This is an optimization exercise on Yosys and OpenROAD, whose aim is small area, not a production implementation. Only simulation tests tie the RTL to the original design; equivalence was not proved. The clock input has no modelled driver; a real chip could not lean on it and would need a root buffer or a full tree. Power is estimated from default activity; no workload was simulated.

==> module transmitter, before the edit <==
module transmitter
(
    input tx_en,
    input [7:0] data,
    input arst_n,
    input rst,
    input clk,
    output TX,
    output busy,
    output reg done
);
localparam [13:0] BAUD_LOAD = 14'b10101010101010;
localparam [13:0] BAUD_LAST = 14'b10010011111001;
reg [13:0] baud;
wire tick = (baud == BAUD_LAST);
reg [9:0] frame;
wire upper_zero = ~|frame[9:1];
wire fin = frame[9] & frame[0];
wire sending = (~upper_zero | frame[0]) & ~fin;
wire last = upper_zero & frame[0];
wire start = upper_zero & ~frame[0] & tx_en;
assign TX = frame[0] | upper_zero;
assign busy = sending | (~fin & tx_en);
wire keep = arst_n & ~rst;
wire f_load = start & keep;
wire f_shift = tick & ~fin & keep;
wire f_hold = ~tick & ~fin & keep;
wire f_last = tick & last & keep;
always @(posedge clk) begin
    if (start | tick)
        baud <= BAUD_LOAD;
    else
        baud <= {~baud[12:0], baud[13] ^ baud[12]};
end
always @(posedge clk) begin
    frame <= ({10{f_load}} & {1'b1, data, 1'b0})
           | ({10{f_shift}} & {1'b0, frame[9:1]})
           | ({10{f_hold}} & frame)
           | {f_last, 8'b0, f_last};
    done <= keep & (done | fin);
end
endmodule
==> module receiver, before the edit <==
module receiver
(
    input clk,
    input rst,
    input arst_n,
    input rx_en,
    input RX,
    output busy,
    output reg done,
    output reg err,
    output [7:0] data
);
localparam [13:0] BAUD_LOAD  = 14'b10101010101010;
localparam [13:0] BAUD_START = 14'b10101010101011;
localparam [13:0] BAUD_LAST  = 14'b10010011111001;
localparam [3:0] S_IDLE = 4'd0;
localparam [3:0] S_FIRST = 4'd13;
localparam [3:0] S_FIN = 4'd2;
reg [13:0] baud;
reg [3:0] st;
reg [9:0] sipo;
reg rx_s1, rx_s2;  
wire tick = (baud == BAUD_LAST);
wire idle = (st == S_IDLE);
wire fin = (st == S_FIN);
wire receiving = ~idle & ~fin;
wire start = idle & rx_s2 & ~rx_s1 & rx_en;
wire sample = receiving & tick;
assign busy = receiving | start;
assign data = sipo[7:0];
wire keep = arst_n & ~rst;
wire s_shift = sample & keep;
wire s_hold = ~sample & keep;
always @(posedge clk) begin
    rx_s1 <= RX | rst;
    rx_s2 <= rx_s1 | rst;
end
always @(posedge clk) begin
    if (start)
        baud <= BAUD_START;
    else if (tick)
        baud <= BAUD_LOAD;
    else
        baud <= {~baud[12:0], baud[13] ^ baud[12]};
end
always @(posedge clk) begin
    if (~keep)
        st <= S_IDLE;
    else if (start)
        st <= S_FIRST;
    else if (fin)
        st <= S_IDLE;
    else if (sample)
        st <= {st[2:0], st[3] ^ st[2]};
    sipo <= ({10{s_shift}} & {RX, sipo[9:1]}) | ({10{s_hold}} & sipo);
    done <= keep & (done | (fin & sipo[9]));
    err <= keep & (err | (fin & ~sipo[9]));
end
endmodule
Settings: LEC_CHECK=0, CAP_MARGIN=10, CORE_MARGIN=2, CORE_UTILIZATION=65, PLACE_DENSITY=0.8, SLEW_MARGIN=10; clock period 10.0 ns.
standard.sh (not shown) runs the stock make flow with config.mk's settings and CLKGATE_MAP_FILE= SYNTH_SCRIPT=/design/flow/synth_recipe.tcl, a recipe that flattens the netlist after the stock synthesis.
==> flow/flow/run.sh <==
#!/bin/bash
# Layout flow: the standard flow (standard.sh) with three changes.
#  1. Synthesis is the standard synthesis (synth_recipe.tcl) except that
#     ABC's final technology mapping runs an area script (flow/area.abc)
#     instead of ORFS's speed script (flow/my_synth.tcl), and without ORFS's
#     half/full adder extraction (ADDER_MAP_FILE empty), which left XOR gates
#     as half-adder cells ABC cannot optimise; flip-flops, their names and
#     cells are those of the standard synthesis. Combinational
#     cells are then set to their smallest drive strength (flow/downsize.py);
#     later timing repair upsizes where needed.
#  2. Port buffers use the smallest buffer cell.
#  3. The clock tree is built by flow/clock_tree.tcl: the clock port drives
#     one root buffer, which drives a few leaf buffers, each at the centre of
#     the flip-flops it clocks (no dummy loads).
# Each tool's output goes to a log file of its own in this folder.
set -euo pipefail
here=$(pwd)
plat=$FLOW_HOME/platforms/$FLOW_PLATFORM
res=$here/orfs/results/$FLOW_PLATFORM/APB/base
lib=$plat/lib/sky130_fd_sc_hd__tt_025C_1v80.lib
OPENROAD=$(command -v openroad || echo $FLOW_HOME/../tools/install/OpenROAD/bin/openroad)
export BUFFER_PORTS_ARGS="-buffer_cell sky130_fd_sc_hd__buf_1"
source flow/settings.sh

sed -e "s#@AREA_ABC@#$here/flow/area.abc#" -e "s#@FLOW_SYNTH@#$here/synth_recipe.tcl#" \
    flow/my_synth.tcl > $here/my_synth.tcl
sed -e "s#SYNTH_SCRIPT=[^ ]*#SYNTH_SCRIPT=$here/my_synth.tcl ADDER_MAP_FILE=#" standard.sh > $here/my_standard.sh
bash my_standard.sh $res/1_2_yosys.v > synth.log 2>&1
cp $res/1_2_yosys.v $here/1_2_yosys.abc.v
python3 flow/downsize.py $res/1_2_yosys.v $lib > downsize.log 2>&1
bash standard.sh synth > synth_odb.log 2>&1
bash standard.sh place > place.log 2>&1
RES=$res PLAT=$plat $OPENROAD -no_init -exit flow/clock_tree.tcl > cts.log 2>&1
bash standard.sh finish > finish.log 2>&1
Other scripts of this flow, unchanged in this note and not shown: flow/flow/area.abc, flow/flow/clock_tree.tcl, flow/flow/downsize.py, flow/flow/my_synth.tcl, flow/flow/settings.sh
Change:
--- a/flow/design.v
+++ b/flow/design.v
@@ -12,7 +12,8 @@
 localparam [13:0] BAUD_LOAD = 14'b10101010101010;
 localparam [13:0] BAUD_LAST = 14'b10010011111001;
 reg [13:0] baud;
-wire tick = (baud == BAUD_LAST);
+localparam [13:0] TICK_MASK = 14'b11110101111111;
+wire tick = ((baud & TICK_MASK) == (BAUD_LAST & TICK_MASK));
 reg [9:0] frame;
 wire upper_zero = ~|frame[9:1];
 wire fin = frame[9] & frame[0];
@@ -57,12 +58,13 @@
 localparam [13:0] BAUD_LAST  = 14'b10010011111001;
 localparam [3:0] S_IDLE = 4'd0;
 localparam [3:0] S_FIRST = 4'd13;
-localparam [3:0] S_FIN = 4'd2;
+localparam [3:0] S_FIN = 4'd1;
 reg [13:0] baud;
 reg [3:0] st;
 reg [9:0] sipo;
 reg rx_s1, rx_s2;  
-wire tick = (baud == BAUD_LAST);
+localparam [13:0] TICK_MASK = 14'b11110101111111;
+wire tick = ((baud & TICK_MASK) == (BAUD_LAST & TICK_MASK));
 wire idle = (st == S_IDLE);
 wire fin = (st == S_FIN);
 wire receiving = ~idle & ~fin;
@@ -93,7 +95,7 @@
     else if (fin)
         st <= S_IDLE;
     else if (sample)
-        st <= {st[2:0], st[3] ^ st[2]};
+        st <= {st[2:0], st[3] ^ st[0]};
     sipo <= ({10{s_shift}} & {RX, sipo[9:1]}) | ({10{s_hold}} & sipo);
     done <= keep & (done | (fin & sipo[9]));
     err <= keep & (err | (fin & ~sipo[9]));
Result: Final area barely changes; die area shrinks by 0.32%; register-to-register slack degrades by 0.12 ns; via count is about the same; power shrinks by 0.51%; combinational power shrinks by about 3%; routed wire length grows by about 0.4%; sequential power barely changes; synthesized area shrinks by 0.33%; setup slack degrades by 0.16 ns; synthesized cell count hardly moves.
No run of this note takes its clock network from TritonCTS; it comes from the design's own scripts or RTL.

the reference run:
APB, a different RTL version from the one above (not shown whole).
Size in the first run: about 120 flip-flops.
==> module receiver, before the edit <==
module receiver
(
    input clk,
    input rst,
    input arst_n,
    input rx_en,
    input RX,
    output busy,
    output reg done,
    output reg err,
    output [7:0] data
);
localparam [13:0] BAUD_LOAD  = 14'b10101010101010;
localparam [13:0] BAUD_START = 14'b10101010101011;
localparam [13:0] BAUD_LAST  = 14'b10010011111001;
localparam [3:0] S_IDLE = 4'd0;
localparam [3:0] S_FIRST = 4'b0001;
localparam [3:0] S_FIN = 4'b0111;
reg [13:0] baud;
reg [3:0] st;
reg [9:0] sipo;
reg rx_s1, rx_s2;  
wire tick = (baud == BAUD_LAST);
wire idle = (st == S_IDLE);
wire fin = (st == S_FIN);
wire receiving = ~idle & ~fin;
wire start = idle & rx_s2 & ~rx_s1 & rx_en;
wire sample = receiving & tick;
assign busy = receiving | start;
assign data = sipo[7:0];
wire keep = arst_n & ~rst;
wire s_shift = sample & keep;
wire s_hold = ~sample & keep;
always @(posedge clk) begin
    rx_s1 <= RX | rst;
    rx_s2 <= rx_s1 | rst;
end
always @(posedge clk) begin
    if (start)
        baud <= BAUD_START;
    else if (tick)
        baud <= BAUD_LOAD;
    else
        baud <= {~baud[12:0], baud[13] ^ baud[12]};
end
always @(posedge clk) begin
    if (~keep)
        st <= S_IDLE;
    else if (start)
        st <= S_FIRST;
    else if (fin)
        st <= S_IDLE;
    else if (sample)
        st <= {st[2:0], st[3] ^ st[2]};
    sipo <= ({10{s_shift}} & {RX, sipo[9:1]}) | ({10{s_hold}} & sipo);
    done <= keep & (done | (fin & sipo[9]));
    err <= keep & (err | (fin & ~sipo[9]));
end
endmodule
==> module APB, before the edit <==
module APB
(
    input PCLK,
    input PRESETn,
    input [31:0] PADDR,
    input PSEL,
    input PENABLE,
    input PWRITE,
    input [31:0] PWDATA,
    output reg [31:0] PRDATA,
    output PREADY
);
reg [31:0] CTRL_REG;  
reg [31:0] TX_DATA;
reg acc;
assign PREADY = acc;
wire tx;
wire tx_busy, tx_done;
transmitter transmitter_UART
(
    .tx_en(CTRL_REG[0]),
    .data(TX_DATA[7:0]),
    .arst_n(PRESETn),
    .rst(CTRL_REG[1]),
    .clk(PCLK),
    .TX(tx),
    .busy(tx_busy),
    .done(tx_done)
);
wire rx_busy, rx_done, rx_err;
wire [7:0] rx_data_wire;
receiver receiver_UART
(
    .clk(PCLK),
    .rst(CTRL_REG[3]),
    .arst_n(PRESETn),
    .rx_en(CTRL_REG[2]),
    .RX(tx),
    .busy(rx_busy),
    .done(rx_done),
    .err(rx_err),
    .data(rx_data_wire)
);
wire hi_zero = ~|PADDR[31:2];
wire sel0 = hi_zero & (PADDR[1:0] == 2'd0);
wire sel1 = hi_zero & (PADDR[1:0] == 2'd1);
wire sel2 = hi_zero & (PADDR[1:0] == 2'd2);
wire sel3 = hi_zero & (PADDR[1:0] == 2'd3);
wire wr = acc & PWRITE;
wire ctrl_load = wr & sel0 & PRESETn;
wire ctrl_hold = ~(wr & sel0) & PRESETn;
wire txd_load = wr & sel2 & PRESETn;
wire txd_hold = ~(wr & sel2) & PRESETn;
always @(posedge PCLK) begin
    acc <= PRESETn & ~acc & PSEL & PENABLE;
    CTRL_REG <= ({32{ctrl_load}} & PWDATA) | ({32{ctrl_hold}} & CTRL_REG);
    TX_DATA <= ({32{txd_load}} & PWDATA) | ({32{txd_hold}} & TX_DATA);
end
always @(*) begin
    PRDATA = ({32{sel0}} & CTRL_REG)
           | ({32{sel2}} & TX_DATA)
           | ({32{sel1}} & {27'b0, rx_err, rx_done, rx_busy, tx_done, tx_busy})
           | ({32{sel3}} & {24'b0, rx_data_wire});
end
endmodule
export LEC_CHECK = 0
export CAP_MARGIN = 20
export CORE_MARGIN = 2
export CORE_UTILIZATION = 65
export PLACE_DENSITY = 0.8
export SLEW_MARGIN = 20
create_clock -name core_clock -period 10.0 [get_ports {PCLK}]
==> flow/flow/run.sh <==
#!/bin/bash
# Layout flow: the standard flow (standard.sh) with three changes.
#  1. Synthesis is the standard synthesis (synth_recipe.tcl) except that
#     ABC's final technology mapping runs an area script (flow/area.abc)
#     instead of ORFS's speed script (flow/my_synth.tcl); flip-flops, their
#     names and cells are those of the standard synthesis. Combinational
#     cells are then set to their smallest drive strength (flow/downsize.py);
#     later timing repair upsizes where needed.
#  2. Port buffers use the smallest buffer cell.
#  3. The clock tree is built by flow/clock_tree.tcl: the clock port drives
#     one root buffer, which drives a few leaf buffers, each at the centre of
#     the flip-flops it clocks (no dummy loads).
# Each tool's output goes to a log file of its own in this folder.
set -euo pipefail
here=$(pwd)
plat=$FLOW_HOME/platforms/$FLOW_PLATFORM
res=$here/orfs/results/$FLOW_PLATFORM/APB/base
lib=$plat/lib/sky130_fd_sc_hd__tt_025C_1v80.lib
OPENROAD=$(command -v openroad || echo $FLOW_HOME/../tools/install/OpenROAD/bin/openroad)
export BUFFER_PORTS_ARGS="-buffer_cell sky130_fd_sc_hd__buf_1"
source flow/settings.sh

sed -e "s#@AREA_ABC@#$here/flow/area.abc#" -e "s#@FLOW_SYNTH@#$here/synth_recipe.tcl#" \
    flow/my_synth.tcl > $here/my_synth.tcl
sed -e "s#SYNTH_SCRIPT=[^ ]*#SYNTH_SCRIPT=$here/my_synth.tcl#" standard.sh > $here/my_standard.sh
bash my_standard.sh $res/1_2_yosys.v > synth.log 2>&1
cp $res/1_2_yosys.v $here/1_2_yosys.abc.v
python3 flow/downsize.py $res/1_2_yosys.v $lib > downsize.log 2>&1
bash standard.sh synth > synth_odb.log 2>&1
bash standard.sh place > place.log 2>&1
RES=$res PLAT=$plat $OPENROAD -no_init -exit flow/clock_tree.tcl > cts.log 2>&1
bash standard.sh finish > finish.log 2>&1
Other scripts of this flow, unchanged in this note and not shown: flow/flow/area.abc, flow/flow/clock_tree.tcl, flow/flow/downsize.py, flow/flow/my_synth.tcl, flow/flow/settings.sh
Input-level comparison between the trial run and the reference run:
==> flow/design.v <==
module transmitter
(
    input tx_en,
    input [7:0] data,
    input arst_n,
    input rst,
    input clk,
    output TX,
    output busy,
    output reg done
);
localparam [13:0] BAUD_LOAD = 14'b10101010101010;
localparam [13:0] BAUD_LAST = 14'b10010011111001;
reg [13:0] baud;
wire tick = (baud == BAUD_LAST);
reg [9:0] frame;
wire upper_zero = ~|frame[9:1];
wire fin = frame[9] & frame[0];
wire sending = (~upper_zero | frame[0]) & ~fin;
wire last = upper_zero & frame[0];
wire start = upper_zero & ~frame[0] & tx_en;
assign TX = frame[0] | upper_zero;
assign busy = sending | (~fin & tx_en);
wire keep = ~rst;
wire f_load = start & keep;
wire f_shift = tick & ~fin & keep;
wire f_hold = ~tick & ~fin & keep;
wire f_last = tick & last & keep;
always @(posedge clk) begin
    if (start | tick)
        baud <= BAUD_LOAD;
    else
        baud <= {~baud[12:0], baud[13] ^ baud[12]};
end
always @(posedge clk or negedge arst_n) begin
    if (~arst_n) begin
        frame <= 10'b0;
        done <= 1'b0;
    end else begin
    frame <= ({10{f_load}} & {1'b1, data, 1'b0})
           | ({10{f_shift}} & {1'b0, frame[9:1]})
           | ({10{f_hold}} & frame)
           | {f_last, 8'b0, f_last};
    done <= keep & (done | fin);
    end
end
endmodule
module receiver
(
    input clk,
    input rst,
    input arst_n,
    input rx_en,
    input RX,
    output busy,
    output reg done,
    output reg err,
    output [7:0] data
);
localparam [13:0] BAUD_LOAD  = 14'b10101010101010;
localparam [13:0] BAUD_START = 14'b10101010101011;
localparam [13:0] BAUD_LAST  = 14'b10010011111001;
localparam [3:0] S_IDLE = 4'd0;
localparam [3:0] S_FIRST = 4'd13;
localparam [3:0] S_FIN = 4'd2;
reg [13:0] baud;
reg [3:0] st;
reg [9:0] sipo;
reg rx_s1, rx_s2;  
wire tick = (baud == BAUD_LAST);
wire idle = (st == S_IDLE);
wire fin = (st == S_FIN);
wire receiving = ~idle & ~fin;
wire start = idle & rx_s2 & ~rx_s1 & rx_en;
wire sample = receiving & tick;
assign busy = receiving | start;
assign data = sipo[7:0];
wire keep = ~rst;
wire s_shift = sample & keep;
wire s_hold = ~sample & keep;
always @(posedge clk) begin
    rx_s1 <= RX | rst;
    rx_s2 <= rx_s1 | rst;
end
always @(posedge clk) begin
    if (start)
        baud <= BAUD_START;
    else if (tick)
        baud <= BAUD_LOAD;
    else
        baud <= {~baud[12:0], baud[13] ^ baud[12]};
end
always @(posedge clk or negedge arst_n) begin
    if (~arst_n) begin
        st <= S_IDLE;
        sipo <= 10'b0;
        done <= 1'b0;
        err <= 1'b0;
    end else begin
    if (~keep)
        st <= S_IDLE;
    else if (start)
        st <= S_FIRST;
    else if (fin)
        st <= S_IDLE;
    else if (sample)
        st <= {st[2:0], st[3] ^ st[2]};
    sipo <= ({10{s_shift}} & {RX, sipo[9:1]}) | ({10{s_hold}} & sipo);
    done <= keep & (done | (fin & sipo[9]));
    err <= keep & (err | (fin & ~sipo[9]));
    end
end
endmodule
module APB
(
    input PCLK,
    input PRESETn,
    input [31:0] PADDR,
    input PSEL,
    input PENABLE,
    input PWRITE,
    input [31:0] PWDATA,
    output reg [31:0] PRDATA,
    output PREADY
);
reg [31:0] CTRL_REG;  
reg [31:0] TX_DATA;
reg acc;
assign PREADY = acc;
wire tx;
wire tx_busy, tx_done;
transmitter transmitter_UART
(
    .tx_en(CTRL_REG[0]),
    .data(TX_DATA[7:0]),
    .arst_n(PRESETn),
    .rst(CTRL_REG[1]),
    .clk(PCLK),
    .TX(tx),
    .busy(tx_busy),
    .done(tx_done)
);
wire rx_busy, rx_done, rx_err;
wire [7:0] rx_data_wire;
receiver receiver_UART
(
    .clk(PCLK),
    .rst(CTRL_REG[3]),
    .arst_n(PRESETn),
    .rx_en(CTRL_REG[2]),
    .RX(tx),
    .busy(rx_busy),
    .done(rx_done),
    .err(rx_err),
    .data(rx_data_wire)
);
wire hi_zero = ~|PADDR[31:2];
wire sel0 = hi_zero & (PADDR[1:0] == 2'd0);
wire sel1 = hi_zero & (PADDR[1:0] == 2'd1);
wire sel2 = hi_zero & (PADDR[1:0] == 2'd2);
wire sel3 = hi_zero & (PADDR[1:0] == 2'd3);
wire wr = acc & PWRITE;
always @(posedge PCLK or negedge PRESETn) begin
    if (~PRESETn)
        acc <= 1'b0;
    else
        acc <= ~acc & PSEL & PENABLE;
end
always @(posedge PCLK or negedge PRESETn) begin
    if (~PRESETn) begin
        CTRL_REG <= 32'b0;
        TX_DATA <= 32'b0;
    end else begin
        if (wr & sel0) CTRL_REG <= PWDATA;
        if (wr & sel2) TX_DATA <= PWDATA;
    end
end
always @(*) begin
    PRDATA = ({32{sel0}} & CTRL_REG)
           | ({32{sel2}} & TX_DATA)
           | ({32{sel1}} & {27'b0, rx_err, rx_done, rx_busy, tx_done, tx_busy})
           | ({32{sel3}} & {24'b0, rx_data_wire});
end
endmodule
==> run summary <==
- The final reports for the trial run and the reference run show proportion of synthesized chip area in sequential cells higher in the former.
- Relative contribution of the clock network to total power: the trial run > the reference run
- Taking the reference run as the reference, in the trial run final cell count went up by about 2.6%; met2 capacity usage during global routing went down by 0.66 points; setup slack on the worst flop-to-flop path went up by 0.10 ns.
- Lower maximum frequency from static timing analysis was reported by the trial run, not the reference run.
- In the trial run relative to the reference run, maximum number of pins on one net before global-route repair had gone up by more than 100%.
- Overall power consumption shrinks by more than 10% when moving from the reference run to the trial run.
- When the trial run is set beside the reference run, its part of the total power dissipated in combinational logic turns out to be 7.5 points smaller.
- Compare the reference run and the trial run | die area lower: the reference run
No run of this note takes its clock network from TritonCTS; it comes from the design's own scripts or RTL.

==> separate check: timing with driven ports <==
The flow's constraints put no driver on any port. The routed layouts listed below were extracted and timed again, unchanged, in two steps. Step 1 assumes that a clkbuf_16 drives the clock port and a buf_2 every other input. Step 2 adds t to the input delays and takes it off the output delays; t is the mean of the earliest and latest rising clock arrival at the registers after step 1. Input paths then give back, and output paths get back, about the clock's delay inside the block. a / b / c = ideal / step 1 / step 2; a / b = the first two.
run	shift t [ns]	setup WS [ns]	latest minus earliest clock arrival (ns)	slew at the worst register clock pin (ns)
the first run of note 1	0.440	3.868 / 3.847 / 3.847	0.015 / 0.016	0.11 / 0.11
the second run of note 1	0.453	3.713 / 3.690 / 3.690	0.019 / 0.020	0.11 / 0.11
the reference run	0.467	3.795 / 3.771 / 3.771	0.009 / 0.008	0.09 / 0.09
the trial run	0.477	3.711 / 3.685 / 3.685	0.007 / 0.008	0.09 / 0.09
After both steps every run listed still meets setup and hold. The setup slack of the trial run, which loses most, moves by -0.026 ns with the drivers and by -0.026 ns with both steps.
